This design comes from an exercise in tuning for small area on the open sky130 flow, not from production work. The RTL was checked by simulation tests, not by an equivalence proof against the original design.

==> flow/design.v <==
module directional_traffic_controller (
    input wire clk, reset,
    input wire [1:0] north_ml_level, south_ml_level,
    input wire [1:0] east_ml_level, west_ml_level,
    input wire ml_prediction_valid,
    input wire emergency_override,
    input wire [1:0] emergency_direction,
    input wire [7:0] north_queue, south_queue,
    input wire [7:0] east_queue, west_queue,
    output wire [2:0] north_light, south_light, east_light, west_light,
    output wire [3:0] current_phase,
    output wire [31:0] phase_timer,
    output wire [1:0] current_mode
);
    function automatic [8:0] sub8(input [7:0] a, input [7:0] b);
        integer i;
        reg bw;
        begin
            bw = 1'b0;
            for (i = 0; i < 8; i = i + 1) begin
                sub8[i] = a[i] ^ b[i] ^ bw;
                bw = (~a[i] & (b[i] | bw)) | (b[i] & bw);
            end
            sub8[8] = bw;
        end
    endfunction
    function automatic [6:0] add7(input [6:0] a, input [6:0] b, input cin);
        integer i;
        reg cy;
        begin
            cy = cin;
            for (i = 0; i < 7; i = i + 1) begin
                add7[i] = a[i] ^ b[i] ^ cy;
                cy = (a[i] & b[i]) | (cy & (a[i] | b[i]));
            end
        end
    endfunction
    function automatic [6:0] step7(input [6:0] a, input en, input down);
        integer i;
        reg cy;
        begin
            cy = en;
            for (i = 0; i < 7; i = i + 1) begin
                step7[i] = a[i] ^ cy;
                cy = cy & (a[i] ^ down);
            end
        end
    endfunction
    function automatic [6:0] base(input [2:0] p);
        case (p)
            3'd0, 3'd3: base = 7'd20;
            3'd1, 3'd4: base = 7'd3;
            default:    base = 7'd2;
        endcase
    endfunction
    reg [2:0] ph;
    reg [5:0] r;
    reg [6:0] qc;
    reg       adapt;
    reg [1:0] lvl_ns, lvl_ew;
    reg [6:0] tmr;
    reg       emq;
    reg       modeq;
    reg [1:0] dirq;
    wire [7:0] qa = ph[0] ? east_queue : north_queue;
    wire [7:0] qb = ph[0] ? west_queue : south_queue;
    wire [8:0] qs = sub8(qa, qb);
    wire imb_q = qs[8] ? ~(qs[7:0] > 8'd235) : (qs[7:0] > 8'd20);
    wire       green = (ph == 3'd0) | (ph == 3'd3);
    wire [1:0] lvl   = ph[0] ? lvl_ew : lvl_ns;
    wire       imb   = imb_q;
    reg  [6:0] dt;
    always @(*) begin
        if (green & adapt)
            case ({lvl, imb})
                3'b000: dt = 7'd30;
                3'b001, 3'b010: dt = 7'd40;
                3'b011, 3'b100: dt = 7'd50;
                3'b101, 3'b110: dt = 7'd60;
                default: dt = 7'd70;
            endcase
        else dt = base(ph);
    end
    wire       rz   = ~|r;
    wire       rhi  = r[5] & (r[4] | (r[3] & r[2] & r[1] & r[0]));   
    wire       rend = r[5] & r[4] & r[0];                            
    wire [6:0] t    = add7(dt, ~qc, 1'b1);
    wire       wrap = t[6] & (t[5] | t[4] | t[3]);                   
    wire       adv  = wrap | (rz & ~|t);
    wire [6:0] tmr_n = wrap ? add7(t, 7'd81, ~rz & ~rhi) : t;
    wire [2:0] nph = (ph == 3'd5) ? 3'd0 : ph + 3'd1;
    wire [1:0] max_ns = (north_ml_level > south_ml_level) ? north_ml_level : south_ml_level;
    wire [1:0] max_ew = (east_ml_level > west_ml_level) ? east_ml_level : west_ml_level;
    always @(posedge clk) begin
        dirq <= emergency_direction;
        if (ml_prediction_valid) begin
            lvl_ns <= max_ns;
            lvl_ew <= max_ew;
        end
    end
    always @(posedge clk or posedge reset) begin
        if (reset) begin
            adapt <= 1'b0;
        end else if (ml_prediction_valid) begin
            adapt <= 1'b1;
        end
    end
    always @(posedge clk or posedge reset) begin
        if (reset) begin
            ph    <= 3'd0;
            r     <= 6'd0;
            qc    <= 7'd0;
            tmr   <= 7'd30;
            emq   <= 1'b0;
            modeq <= 1'b0;
        end else if (emergency_override) begin
            r     <= 6'd0;
            qc    <= 7'd0;
            tmr   <= 7'd103;    
            emq   <= 1'b1;
            modeq <= 1'b0;
        end else begin
            tmr   <= tmr_n;
            emq   <= 1'b0;
            modeq <= adapt;
            if (adv) begin
                ph <= nph;
                r  <= 6'd0;
                qc <= 7'd0;
            end else begin
                r  <= rend ? 6'd0 : step7({1'b0, r}, 1'b1, 1'b0);
                qc <= step7(qc, rz, 1'b0);
            end
        end
    end
    wire cz    = rz & ~|qc;
    wire jadv  = cz & ~emq & ~(tmr[4] & ~tmr[5] & ~tmr[6]);    
    wire wrapq = cz & ~emq & (tmr[5] | tmr[6]);                
    wire ns_g = jadv ? (ph == 3'd1) : (ph == 3'd0);
    wire ns_y = jadv ? (ph == 3'd2) : (ph == 3'd1);
    wire ew_g = jadv ? (ph == 3'd4) : (ph == 3'd3);
    wire ew_y = jadv ? (ph == 3'd5) : (ph == 3'd4);
    assign north_light = emq ? {dirq != 2'd0, 1'b0, dirq == 2'd0} : {~(ns_g | ns_y), ns_y, ns_g};
    assign south_light = emq ? {dirq != 2'd1, 1'b0, dirq == 2'd1} : {~(ns_g | ns_y), ns_y, ns_g};
    assign east_light  = emq ? {dirq != 2'd2, 1'b0, dirq == 2'd2} : {~(ew_g | ew_y), ew_y, ew_g};
    assign west_light  = emq ? {dirq != 2'd3, 1'b0, dirq == 2'd3} : {~(ew_g | ew_y), ew_y, ew_g};
    assign current_phase = {1'b0, ph};
    assign current_mode  = {emq, modeq};
    assign phase_timer = {5'd0, wrapq, 1'b0, wrapq, 3'd0, wrapq, wrapq, wrapq, wrapq,
                          1'b0, wrapq, 1'b0, wrapq, wrapq, wrapq, 1'b0, emq, emq, emq, tmr};
endmodule
Settings: LEC_CHECK=0, CAP_MARGIN=20, CORE_MARGIN=2, CORE_UTILIZATION=40, SLEW_MARGIN=20; clock period 30.0 ns.
standard.sh (not shown) runs the stock make flow with config.mk's settings and CLKGATE_MAP_FILE= SYNTH_SCRIPT=/design/flow/synth_recipe.tcl, a recipe that flattens the netlist after the stock synthesis.
==> flow/flow/run.sh <==
#!/bin/bash
# Standard synthesis, then the combinational logic re-mapped by ABC for area
# (registers untouched), then the standard layout with the smallest buffer
# (buf_1) on every input and output port, one tie cell for all constant
# outputs, and a clock tree of small buffers. Each tool's output goes to its
# own log in this folder.
set -euo pipefail
export BUFFER_PORTS_ARGS="-buffer_cell sky130_fd_sc_hd__buf_1"
export SKIP_REPAIR_TIE_FANOUT=0
export CTS_ARGS="-sink_clustering_enable -repair_clock_nets -dont_use_dummy_load -buf_list sky130_fd_sc_hd__clkbuf_8 -root_buf sky130_fd_sc_hd__clkbuf_8 -sink_clustering_size 40 -sink_clustering_max_diameter 200"
R=orfs/results/${FLOW_PLATFORM}/directional_traffic_controller/base
LIB=${FLOW_HOME}/platforms/${FLOW_PLATFORM}/lib/sky130_fd_sc_hd__tt_025C_1v80.lib
YOSYS=$(command -v yosys || echo ${FLOW_HOME}/../tools/install/yosys/bin/yosys)

bash standard.sh synth > 1_standard_synth.log 2>&1
cp $R/1_2_yosys.v $R/1_2_yosys_standard.v
sed -e "s#LIBFILE#${LIB}#g" -e "s#INFILE#$R/1_2_yosys_standard.v#" \
    -e "s#OUTFILE#$R/1_2_yosys.v#" -e "s#TOPNAME#${FLOW_TOP}#" \
    -e "s#ABCSCRIPT#$PWD/flow/area.abc#" flow/remap.ys > remap_run.ys
${YOSYS} -l 2_remap.log remap_run.ys > /dev/null 2>&1
rm -f $R/1_synth.odb $R/1_synth.sdc
bash standard.sh synth > 3_standard_resynth.log 2>&1
bash standard.sh finish > 4_standard_finish.log 2>&1
==> flow/flow/area.abc <==
strash
balance -l
resub -K 6 -l
rewrite -l
resub -K 6 -N 2 -l
refactor -l
resub -K 8 -l
balance -l
resub -K 8 -N 2 -l
rewrite -l
resub -K 10 -l
rewrite -z -l
resub -K 10 -N 2 -l
balance -l
resub -K 12 -l
refactor -z -l
resub -K 12 -N 2 -l
rewrite -z -l
balance -l
dch -f
amap
==> flow/flow/remap.ys <==
# Re-map the combinational logic of the standard synthesis for area.
# Registers (and tie cells) are kept as they are, with their names.
read_liberty -ignore_miss_func -ignore_miss_dir LIBFILE
blackbox sky130_fd_sc_hd__df* sky130_fd_sc_hd__edf* sky130_fd_sc_hd__sdf* sky130_fd_sc_hd__sedf* sky130_fd_sc_hd__dl* sky130_fd_sc_hd__conb*
read_verilog INFILE
hierarchy -top TOPNAME
flatten
opt -purge
abc -liberty LIBFILE -dont_use *lpflow* -dont_use *probe* -script ABCSCRIPT
opt_clean -purge
hilomap -singleton -hicell sky130_fd_sc_hd__conb_1 HI -locell sky130_fd_sc_hd__conb_1 LO
insbuf -buf sky130_fd_sc_hd__buf_4 A X
splitnets
opt_clean -purge
stat -liberty LIBFILE
write_verilog -noexpr -noattr -nohex -nodec OUTFILE
Rerun with:
--- a/flow/flow/run.sh
+++ b/flow/flow/run.sh
@@ -9,2 +9,2 @@
-export SKIP_REPAIR_TIE_FANOUT=0
-export CTS_ARGS="-sink_clustering_enable -repair_clock_nets -dont_use_dummy_load -buf_list sky130_fd_sc_hd__clkbuf_8 -root_buf sky130_fd_sc_hd__clkbuf_8 -sink_clustering_size 40 -sink_clustering_max_diameter 200"
+export SKIP_REPAIR_TIE_FANOUT=1
+export CTS_ARGS="-sink_clustering_enable -repair_clock_nets -dont_use_dummy_load -buf_list sky130_fd_sc_hd__clkbuf_4 -root_buf sky130_fd_sc_hd__clkbuf_4 -sink_clustering_size 12 -sink_clustering_max_diameter 60"
Result: The changed run completed without violations. Cell area is lower by 4.0%. Utilization came out lower by 1.9 points. Via count decreases by 0.54%. Non-clock buffer count came out lower by 1. Cell count decreases by 2.9%. Critical path depth does not change. Wire length stays flat.

[what the ideal ports hide]
The results above use ideal ports. As a check the final layouts listed here were re-extracted and re-timed, cells and wires unchanged. Step 1 sets driving cells, clkbuf_16 on the clock port and buf_2 on the other inputs (assumed; they add their load-dependent delay and slew). Step 2 also shifts input and output timing later by t, the mid clock arrival at the registers, as if the neighbouring blocks saw the same clock. Three values: no drivers, after step 1, after step 2; two values: the first two.
run | t (ns) | slack for setup (ns) | hold slack, ns | clock arrival spread, ns | pins driven straight from the clock port
the first run | 0.305 | 18.636 / 18.639 / 18.333 | 0.483 / 0.483 / 0.483 | 0.017 / 0.017 | 1
the second run | 0.347 | 18.736 / 18.740 / 18.394 | 0.489 / 0.489 / 0.489 | 0.028 / 0.027 | 1
After both steps setup and hold are still met in every run listed. The setup slack of the second run, which loses most, moves by +0.004 ns with the drivers and by -0.342 ns with both steps.
